Source: an optimization exercise on an open RTL-to-GDS flow (aim: small area and a short achievable clock period). Production flows keep margins and buffers that such runs may drop. In this exercise RTL edits were held to simulation tests only and were not proved equivalent to the original. No activity file was given, so power comes from the tool's default toggle rates.

==> inputs of exp/umber <==
// Vertex_Unit
module Vertex_Unit(
    input clk,
    input reset,
    input Bank2RS_in_sos,
    input Bank2RS_in_eos,
    input [16-1:0] Bank2RS_in_FV_data_0,
    input [16-1:0] Bank2RS_in_FV_data_1,
    input [16-1:0] Bank2RS_in_FV_data_2,
    input [16-1:0] Bank2RS_in_FV_data_3,
    input [$clog2(128)-1:0] Bank2RS_in_Node_id,
    input [$clog2(32)-1:0] start_idx,
    input Vertex_buf_idle,
    input complete,
    input [16-1:0] Weight_data_in_0,
    input [16-1:0] Weight_data_in_1,
    input [16-1:0] Weight_data_in_2,
    input [16-1:0] Weight_data_in_3,
    output logic [16-1:0] vertex_data_0,
    output logic [16-1:0] vertex_data_1,
    output logic [16-1:0] vertex_data_2,
    output logic [16-1:0] vertex_data_3,
    output logic [$clog2(128)-1:0] vertex_Node_id_0,
    output logic [$clog2(128)-1:0] vertex_Node_id_1,
    output logic [$clog2(128)-1:0] vertex_Node_id_2,
    output logic [$clog2(128)-1:0] vertex_Node_id_3,
    output logic fire,
    output logic RS_available,
    output logic Vertex_RS_empty
);
==> module Vertex_Unit, before the edit <==
module Vertex_Unit(
    input clk,
    input reset,
    input Bank2RS_in_sos,
    input Bank2RS_in_eos,
    input [16-1:0] Bank2RS_in_FV_data_0,
    input [16-1:0] Bank2RS_in_FV_data_1,
    input [16-1:0] Bank2RS_in_FV_data_2,
    input [16-1:0] Bank2RS_in_FV_data_3,
    input [$clog2(128)-1:0] Bank2RS_in_Node_id,
    input [$clog2(32)-1:0] start_idx,
    input Vertex_buf_idle,
    input complete,
    input [16-1:0] Weight_data_in_0,
    input [16-1:0] Weight_data_in_1,
    input [16-1:0] Weight_data_in_2,
    input [16-1:0] Weight_data_in_3,
    output logic [16-1:0] vertex_data_0,
    output logic [16-1:0] vertex_data_1,
    output logic [16-1:0] vertex_data_2,
    output logic [16-1:0] vertex_data_3,
    output logic [$clog2(128)-1:0] vertex_Node_id_0,
    output logic [$clog2(128)-1:0] vertex_Node_id_1,
    output logic [$clog2(128)-1:0] vertex_Node_id_2,
    output logic [$clog2(128)-1:0] vertex_Node_id_3,
    output logic fire,
    output logic RS_available,
    output logic Vertex_RS_empty
);
logic st_rx, st_wv, st_wvb;
logic [1:0] ptr;
logic [2:0] bc;
wire st_idle = ~(st_rx | st_wv | st_wvb);
wire we = (st_idle & Bank2RS_in_sos) | st_rx;
assign fire = st_rx & Bank2RS_in_eos & (ptr == 2'd3);
assign RS_available = st_idle & ~Bank2RS_in_sos;
assign Vertex_RS_empty = st_idle & (ptr == 2'd0);
always_ff @(posedge clk or negedge reset) begin
    if (!reset) begin
        st_rx <= 1'b0;
        st_wv <= 1'b0;
        st_wvb <= 1'b0;
        ptr <= 2'd0;
        bc <= 3'd0;
    end else if (st_idle) begin
        if (Bank2RS_in_sos) begin
            st_rx <= 1'b1;
            bc <= 3'd1;
        end
    end else if (st_rx) begin
        if (Bank2RS_in_eos) begin
            st_rx <= 1'b0;
            bc <= 3'd0;
            if (ptr == 2'd3) st_wv <= 1'b1;
            ptr <= ptr + 2'd1;
        end else begin
            bc <= bc + 3'd1;
        end
    end else if (st_wv) begin
        if (complete) begin
            st_wv <= 1'b0;
            st_wvb <= 1'b1;
        end
    end else begin
        if (Vertex_buf_idle) st_wvb <= 1'b0;
    end
end
logic [3:0][6:0] nid;
always_ff @(posedge clk or negedge reset) begin
    if (!reset) nid <= '0;
    else if (st_idle & Bank2RS_in_sos) nid[ptr] <= Bank2RS_in_Node_id;
end
logic v1, v2;
always_ff @(posedge clk or negedge reset) begin
    if (!reset) begin
        v1 <= 1'b0;
        v2 <= 1'b0;
    end else begin
        v1 <= st_wv;
        v2 <= v1;
    end
end
logic [3:0][3:0][15:0] F;
Vertex_RS rs(
    .clk(clk), .reset(reset),
    .we(we), .wslot(ptr), .wbeat(bc),
    .wdata({Bank2RS_in_FV_data_3, Bank2RS_in_FV_data_2, Bank2RS_in_FV_data_1, Bank2RS_in_FV_data_0}),
    .rd(st_wv), .idx(start_idx), .F(F)
);
logic [3:0][15:0] vd;
genvar n;
generate
for (n = 0; n < 4; n++) begin : g_pe
    Vertex_PE pe(
        .clk(clk), .reset(reset),
        .W0(Weight_data_in_0), .W1(Weight_data_in_1),
        .W2(Weight_data_in_2), .W3(Weight_data_in_3),
        .F0(F[n][0]), .F1(F[n][1]), .F2(F[n][2]), .F3(F[n][3]),
        .y(vd[n])
    );
end
endgenerate
assign vertex_data_0 = vd[0];
assign vertex_data_1 = vd[1];
assign vertex_data_2 = vd[2];
assign vertex_data_3 = vd[3];
assign vertex_Node_id_0 = v2 ? nid[0] : 7'd0;
assign vertex_Node_id_1 = v2 ? nid[1] : 7'd0;
assign vertex_Node_id_2 = v2 ? nid[2] : 7'd0;
assign vertex_Node_id_3 = v2 ? nid[3] : 7'd0;
endmodule
Settings: LEC_CHECK=0, CAP_MARGIN=40, CORE_MARGIN=2, CORE_UTILIZATION=35, PLACE_DENSITY=0.5, SETUP_SLACK_MARGIN=5, SLEW_MARGIN=40, TNS_END_PERCENT=5; clock period 10.0 ns.
run.sh (not shown) runs the stock make flow with config.mk's settings and CLKGATE_MAP_FILE= SYNTH_SCRIPT=/design/flow/synth_recipe.tcl, a recipe that flattens the netlist after the stock synthesis.
==> exp/garnet: changes against exp/umber <==
--- a/flow/design.v
+++ b/flow/design.v
@@ -1304,5 +1304,29 @@
 wire we = (st_idle & Bank2RS_in_sos) | st_rx;
-assign fire = st_rx & Bank2RS_in_eos & (ptr == 2'd3);
-assign RS_available = st_idle & ~Bank2RS_in_sos;
-assign Vertex_RS_empty = st_idle & (ptr == 2'd0);
+logic busy, last, nonempty;
+assign fire = last & Bank2RS_in_eos;
+assign RS_available = ~(busy | Bank2RS_in_sos);
+assign Vertex_RS_empty = ~nonempty;
+always_ff @(posedge clk or negedge reset) begin
+    if (!reset) begin
+        busy <= 1'b0;
+        last <= 1'b0;
+        nonempty <= 1'b0;
+    end else if (st_idle) begin
+        if (Bank2RS_in_sos) begin
+            busy <= 1'b1;
+            last <= (ptr == 2'd3);
+            nonempty <= 1'b1;
+        end
+    end else if (st_rx) begin
+        if (Bank2RS_in_eos) begin
+            busy <= (ptr == 2'd3);
+            last <= 1'b0;
+        end
+    end else if (st_wvb) begin
+        if (Vertex_buf_idle) begin
+            busy <= 1'b0;
+            nonempty <= 1'b0;
+        end
+    end
+end
 always_ff @(posedge clk or negedge reset) begin
- CTS_CLUSTER_DIAMETER: not set -> 120
- CTS_CLUSTER_SIZE: not set -> 30
- MIN_ROUTING_LAYER: not set -> met2
==> exp/quartz: changes against exp/umber <==
--- a/flow/design.v
+++ b/flow/design.v
@@ -1304,5 +1304,29 @@
 wire we = (st_idle & Bank2RS_in_sos) | st_rx;
-assign fire = st_rx & Bank2RS_in_eos & (ptr == 2'd3);
-assign RS_available = st_idle & ~Bank2RS_in_sos;
-assign Vertex_RS_empty = st_idle & (ptr == 2'd0);
+logic busy, last, nonempty;
+assign fire = last & Bank2RS_in_eos;
+assign RS_available = ~(busy | Bank2RS_in_sos);
+assign Vertex_RS_empty = ~nonempty;
+always_ff @(posedge clk or negedge reset) begin
+    if (!reset) begin
+        busy <= 1'b0;
+        last <= 1'b0;
+        nonempty <= 1'b0;
+    end else if (st_idle) begin
+        if (Bank2RS_in_sos) begin
+            busy <= 1'b1;
+            last <= (ptr == 2'd3);
+            nonempty <= 1'b1;
+        end
+    end else if (st_rx) begin
+        if (Bank2RS_in_eos) begin
+            busy <= (ptr == 2'd3);
+            last <= 1'b0;
+        end
+    end else if (st_wvb) begin
+        if (Vertex_buf_idle) begin
+            busy <= 1'b0;
+            nonempty <= 1'b0;
+        end
+    end
+end
 always_ff @(posedge clk or negedge reset) begin
- CTS_CLUSTER_DIAMETER: not set -> 100
- CTS_CLUSTER_SIZE: not set -> 25
==> notes.md <==
| item | exp/quartz | exp/umber | exp/garnet |
|---|---|---|---|
| Number of rows created at floorplan | 243 | 244 | 243 |
| Fraction of area in multi-input gates | 42.9% | 41.6% | - |
| Cell with the biggest individual delay on the critical path | fa_1 | fa_1 | - |
| Router iterations before antenna repair | 9 | 9 | - |
| TritonCTS Buffers | 141 | 286 | 113 |
| Resize count post-CTS | 453 | 631 | 486 |
| Count of unresolved DRC violations after routing | 0 | 0 | - |
| Run status | finished clean | finished clean | stopped before the end |
| Stage where the flow stopped | - | - | 5_1_grt |
| Fraction of the mapped netlist area in adder cells | 13.5% | 13.5% | 13.5% |
| Routability cong. | 0.937 | 0.948 | 1.06 |
| Core box area | 0.438 mm2 | 0.441 mm2 | - |
| Post-Synthesis Cells | 13600 | 13800 | 13600 |
| Mean number of vias per cell | 6.01 | 5.91 | - |
| Multi-input gates | 8909 | 9022 | - |
| Combinational group power | 0.0229 W | 0.0275 W | - |
| Width of the die | 668 um | 668 um | 668 um |
| Total net switching power | 0.0183 W | 0.0215 W | - |
| Setup TNS | 0 ns | 0 ns | - |

afterwards: timing with drivers on the ports:
In the flow no input, the clock included, has a driving cell. The finished layouts below were timed again as built, in two steps. Step 1 assumes that a clkbuf_16 drives the clock port and a buf_2 every other input. Step 2 times the ports against the registers' clock, not the clock port: input delays grow and output delays shrink by t, the midpoint of the rising clock arrivals with the driver on. a / b / c = ideal / step 1 / step 2; a / b = the first two.
run	shift t [ns]	setup WS [ns]	hold slack, ns	worst setup path at the end	clock arrival spread, ns
exp/umber	1.039	4.483 / 4.311 / 3.272	0.355 / 0.355 / 0.355	input to register	0.083 / 0.083
exp/quartz	1.026	4.395 / 4.344 / 3.318	0.358 / 0.358 / 0.358	input to register	0.058 / 0.058
After both steps every run listed still meets setup and hold. For exp/umber, which loses most, drivers alone change the setup slack by -0.172 ns; drivers and shift together by -1.211 ns.
